Background: an optimization exercise with open tools, aiming at a short achievable clock period and few clock cycles. Do not read the settings as production practice.
In this exercise RTL edits were held to simulation tests only and were not proved equivalent to the original.

Setup of 12-10:
## processor1
module processor1(
	input  logic        clk,
	input  logic        rst,
	output logic [15:0] imem_addr,
	input  logic [17:0] imem_rdata,
	output logic [15:0] dmem_addr,
	output logic [15:0] dmem_wdata,
	output logic        dmem_we,
	input  logic [15:0] dmem_rdata
	);
	localparam logic [5:0] OP_ADD=6'h00, OP_SUB=6'h01, OP_LW=6'h02, OP_SW=6'h03,
		OP_AND=6'h04, OP_OR=6'h05, OP_NAND=6'h06, OP_NOR=6'h07, OP_XOR=6'h08,
		OP_XNOR=6'h09, OP_ANDN=6'h0a, OP_ORN=6'h0b, OP_NANDN=6'h0c, OP_NORN=6'h0d,
		OP_XNORN=6'h0e, OP_XORN=6'h0f, OP_SLT=6'h10, OP_BEQ=6'h11, OP_BNE=6'h12,
		OP_ADDI=6'h33, OP_MULT=6'h14, OP_DIV=6'h15, OP_MFHI=6'h16, OP_MFLO=6'h17,
		OP_ASR=6'h1a, OP_LSLV=6'h1b, OP_LSRV=6'h1c, OP_J=6'h1d, OP_JR=6'h1e,
		OP_MOD=6'h1f;
	logic [15:0] pc_f;
	assign imem_addr = pc_f;
	logic [17:0] ir;
	logic [15:0] ir_pc;
	logic        ir_valid;
	logic        ir_pred;
	logic        use_hold;
	logic [17:0] h_ir;
	logic [15:0] h_pc;
	logic        h_pred;
	wire [17:0] e_ir    = use_hold ? h_ir : ir;
	wire [15:0] e_pc    = use_hold ? h_pc : ir_pc;
	wire        e_valid = use_hold | ir_valid;
	wire        e_pred  = use_hold ? h_pred : ir_pred;
	wire [5:0] op = e_ir[17:12];
	wire [3:0] ra = e_ir[11:8];
	wire [3:0] rb = e_ir[7:4];
	wire [3:0] rc = e_ir[3:0];
	wire [15:0] simm = {{12{rc[3]}}, rc};
	wire [15:0] zimm = {12'b0, rc};
	logic [15:0] rf [1:15];
	logic [15:0] hi, lo;
	logic        ld_m_valid;    
	logic [3:0]  ld_m_dst;
	logic        ld_w_valid;    
	logic [3:0]  ld_w_dst;
	logic [15:0] ldr;
	logic        d1_valid;
	logic        d1_mod;
	logic [3:0]  d1_dst;
	logic [7:0]  d1_a, d1_q;
	logic [15:0] d1_b, d1_r;
	wire [15:0] rf_a = (ra == 4'd0) ? 16'd0 : rf[ra];
	wire [15:0] rf_b = (rb == 4'd0) ? 16'd0 : rf[rb];
	wire [15:0] A = (ld_w_valid && ld_w_dst == ra && ra != 4'd0) ? ldr : rf_a;
	wire [15:0] B = (ld_w_valid && ld_w_dst == rb && rb != 4'd0) ? ldr : rf_b;
	logic reads_a, reads_b;
	always_comb begin
		reads_a = 1'b1;
		reads_b = 1'b1;
		case (op)
			OP_LW, OP_ADDI, OP_ASR, OP_JR: reads_b = 1'b0;
			OP_J, OP_MFHI, OP_MFLO: begin reads_a = 1'b0; reads_b = 1'b0; end
			default: ;
		endcase
	end
	logic        e_wen;
	logic [3:0]  e_wdst;
	always_comb begin
		e_wen = 1'b0;
		e_wdst = rc;
		case (op)
			OP_ADD, OP_SUB, OP_AND, OP_OR, OP_NAND, OP_NOR, OP_XOR, OP_XNOR,
  ...
Size in the first run: ~7,600 cells after synthesis, ~470 flip-flops, roughly 85 I/O pins.
clock: 135.0 ns
lec_check: 0
cap_margin: 20
core_margin: 2
core_utilization: 40
slew_margin: 20
synth_hierarchical: 1
synth_minimum_keep_size: 0
run.sh (not shown) runs the stock make flow with config.mk's settings and CLKGATE_MAP_FILE= SYNTH_SCRIPT=/design/flow/synth_recipe.tcl, a recipe that flattens the netlist after the stock synthesis.
Testbench counts of 12-10, summed over its fixed seeds: cycles 20,573.
[inputs] 10-21 vs 12-10
==> flow/flow/run.sh (new file) <==
#!/bin/bash
# Layout flow: the standard layout (standard.sh) unchanged, except that
# the input and output ports are buffered with sky130_fd_sc_hd__buf_4
# instead of the cell buffer_ports picks by itself (a slow delay buffer).
set -euo pipefail
export BUFFER_PORTS_ARGS="-buffer_cell sky130_fd_sc_hd__buf_4"
bash standard.sh > standard_flow.log 2>&1
==> flow/standard.sh (new file) <==
#!/bin/bash
# synth_recipe.tcl (not shown) runs the flow's synth.tcl, then flattens the netlist and writes it again
# the make line also repeats each setting of config.mk as NAME=value (left out here)
make -C /OpenROAD-flow-scripts/flow DESIGN_CONFIG=/design/flow/config.mk WORK_HOME=/design/flow/orfs CLKGATE_MAP_FILE= SYNTH_SCRIPT=/design/flow/synth_recipe.tcl "${@:-finish}"
removed: flow/run.sh
## What came out
10-21: flow completed, timing, DRC and antenna clean. Cmp 10-21 vs 12-10: number of antenna repair diodes lower in 10-21. 10-21 ended with less initial antenna violation count than 12-10. On clock skew, 12-10 and 10-21 are neck and neck. Delta (10-21 minus 12-10): utilization after layout down 0.26 points, final worst-path setup slack up 620 ps, non-clock buffer count up 0.95%, layout overhead on the synthesized area down 0.64 points. Global-route usage ends up lower on 10-21. Between 10-21 and 12-10, it is 10-21 whose share of the clock period used by the worst path is lower, by 0.46 points.

* * *

Another version of the RTL of processor1 (not shown whole).
For scale: roughly 65000 um^2 of cells after synthesis.
Settings: LEC_CHECK=0, CAP_MARGIN=20, CORE_MARGIN=2, CORE_UTILIZATION=40, SLEW_MARGIN=20, SYNTH_HIERARCHICAL=1, SYNTH_MINIMUM_KEEP_SIZE=0; clock period 135.0 ns.
standard.sh (not shown) runs the stock make flow with config.mk's settings and CLKGATE_MAP_FILE= SYNTH_SCRIPT=/design/flow/synth_recipe.tcl, a recipe that flattens the netlist after the stock synthesis.
==> flow/flow/run.sh <==
#!/bin/bash
# Layout flow: the standard layout (standard.sh) unchanged, except that
# the input and output ports are buffered with sky130_fd_sc_hd__buf_4
# instead of the cell buffer_ports picks by itself (a slow delay buffer).
set -euo pipefail
export BUFFER_PORTS_ARGS="-buffer_cell sky130_fd_sc_hd__buf_4"
bash standard.sh > standard_flow.log 2>&1
Testbench counts at the start, summed over its fixed seeds: cycles 20,573.
==> next run, changes <==
==> flow/flow/run.sh (replaced) <==
#!/bin/bash
set -euo pipefail
export BUFFER_PORTS_ARGS="-buffer_cell sky130_fd_sc_hd__buf_4"
export SETUP_SLACK_MARGIN=107
bash standard.sh > standard_flow.log 2>&1
Result: Area after synthesis stays the same. Core utilization is higher by 0.76 points. Non-clock buffer count is higher by 35. Fmax is higher by 2.5%. Final cell count stays flat. Count of clock-buffer cells in the layout is lower by 3. Critical path depth is unchanged.

* * *

## job 101
Another version of the RTL of processor1 (not shown whole).
For scale: about 8,100 cells after synthesis, ~85 I/O pins.
==> flow/design.v (excerpt) <==
module processor1(
	input  logic        clk,
	input  logic        rst,
	output logic [15:0] imem_addr,
	input  logic [17:0] imem_rdata,
	output logic [15:0] dmem_addr,
	output logic [15:0] dmem_wdata,
	output logic        dmem_we,
	input  logic [15:0] dmem_rdata
	);
	localparam logic [5:0] OP_ADD=6'h00, OP_SUB=6'h01, OP_LW=6'h02, OP_SW=6'h03,
		OP_AND=6'h04, OP_OR=6'h05, OP_NAND=6'h06, OP_NOR=6'h07, OP_XOR=6'h08,
		OP_XNOR=6'h09, OP_ANDN=6'h0a, OP_ORN=6'h0b, OP_NANDN=6'h0c, OP_NORN=6'h0d,
		OP_XNORN=6'h0e, OP_XORN=6'h0f, OP_SLT=6'h10, OP_BEQ=6'h11, OP_BNE=6'h12,
		OP_ADDI=6'h33, OP_MULT=6'h14, OP_DIV=6'h15, OP_MFHI=6'h16, OP_MFLO=6'h17,
		OP_ASR=6'h1a, OP_LSLV=6'h1b, OP_LSRV=6'h1c, OP_J=6'h1d, OP_JR=6'h1e,
		OP_MOD=6'h1f;
	logic [15:0] pc_f, pc_out;
	assign imem_addr = pc_out;
	logic [17:0] ir;
	logic [15:0] ir_pc;
	logic        ir_valid;
	logic        ir_pred;
	logic        use_hold;
	logic [17:0] h_ir;
	logic [15:0] h_pc;
	logic        h_pred;
	wire [17:0] e_ir    = use_hold ? h_ir : ir;
	wire [15:0] e_pc    = use_hold ? h_pc : ir_pc;
	wire        e_valid = use_hold | ir_valid;
	wire        e_pred  = use_hold ? h_pred : ir_pred;
	wire [5:0] op = e_ir[17:12];
	wire [3:0] ra = e_ir[11:8];
	wire [3:0] rb = e_ir[7:4];
	wire [3:0] rc = e_ir[3:0];
	wire [15:0] simm = {{12{rc[3]}}, rc};
	wire [15:0] zimm = {12'b0, rc};
	logic [15:0] rf [1:15];
	logic [15:0] hi, lo;
	logic        ld_m_valid;    
	logic [3:0]  ld_m_dst;
	logic        ld_w_valid;    
	logic [3:0]  ld_w_dst;
	logic [15:0] ldr;
	logic        d1_valid;
	logic        d1_mod;
	logic [3:0]  d1_dst;
  ...
==> flow/config.mk <==
export PLATFORM = sky130hd
export DESIGN_NAME = processor1
export DESIGN_NICKNAME = processor1
export VERILOG_FILES = /design/flow/design.v
export SDC_FILE = /design/flow/constraint.sdc
export NUM_CORES = 4
export LEC_CHECK = 0
export CAP_MARGIN = 20
export CORE_MARGIN = 2
export CORE_UTILIZATION = 50
export SLEW_MARGIN = 20
export SYNTH_HIERARCHICAL = 1
export SYNTH_MINIMUM_KEEP_SIZE = 0
==> flow/constraint.sdc <==
create_clock -name core_clock -period 135.0 [get_ports {clk}]
set_input_delay 27.0000 -clock core_clock [delete_from_list [all_inputs] [get_ports {clk}]]
set_output_delay 27.0000 -clock core_clock [all_outputs]
set_load 0.01 [all_outputs]
==> flow/flow/run.sh <==
#!/bin/bash
set -euo pipefail
export BUFFER_PORTS_ARGS="-buffer_cell sky130_fd_sc_hd__buf_4"
export SETUP_SLACK_MARGIN=107
bash standard.sh > standard_flow.log 2>&1
Testbench counts of job 101, summed over its fixed seeds: cycles 20,573.
Changes in job 102 relative to job 101:
Settings: CORE_UTILIZATION now 40, was 50.
[summary]
- Job 102 vs job 101, instance count: job 102 higher
- Taking job 101 as the reference, in job 102 total core area rose 0.033 mm2; post-detailed-routing wire length about even; via count fell 919; wire length of the first global-routing pass rose 0.65%.
- Compared with job 101, in job 102 cell area went up; die area went up.

## re-timing with driven ports
The flow's constraints put no driver on any port. The routed layouts listed below were extracted and timed again, unchanged, in two steps. Step 1: set_driving_cell puts a clkbuf_16 on clk and a buf_2 on each other input, an assumption about the parent block. Step 2 times the ports against the registers' clock, not the clock port: input delays grow and output delays shrink by t, the midpoint of the rising clock arrivals with the driver on. Slacks: ideal ports / drivers / drivers and shift; pairs: ideal ports / drivers.
run | t (ns) | setup slack, ns | worst hold slack (ns) | worst setup path after step 2
12-10 | 0.743 | 105.669 / 105.723 / 104.980 | 0.393 / 0.393 / 0.393 | input to register
10-21 | 0.782 | 106.285 / 106.333 / 105.550 | 0.413 / 0.413 / 0.413 | input to register
the first run of note 2 | 0.754 | 106.086 / 106.123 / 105.370 | 0.403 / 0.403 / 0.403 | input to register
the second run of note 2 | 0.757 | 106.796 / 106.502 / 105.745 | 0.423 / 0.423 / 0.423 | input to register
job 101 | 0.758 | 106.750 / 106.517 / 105.759 | 0.405 / 0.405 / 0.405 | input to register
job 102 | 0.754 | 106.836 / 106.547 / 105.793 | 0.399 / 0.399 / 0.399 | input to register
After both steps setup and hold are still met in every run listed. For the second run of note 2, which loses most, drivers alone change the setup slack by -0.294 ns; drivers and shift together by -1.051 ns.
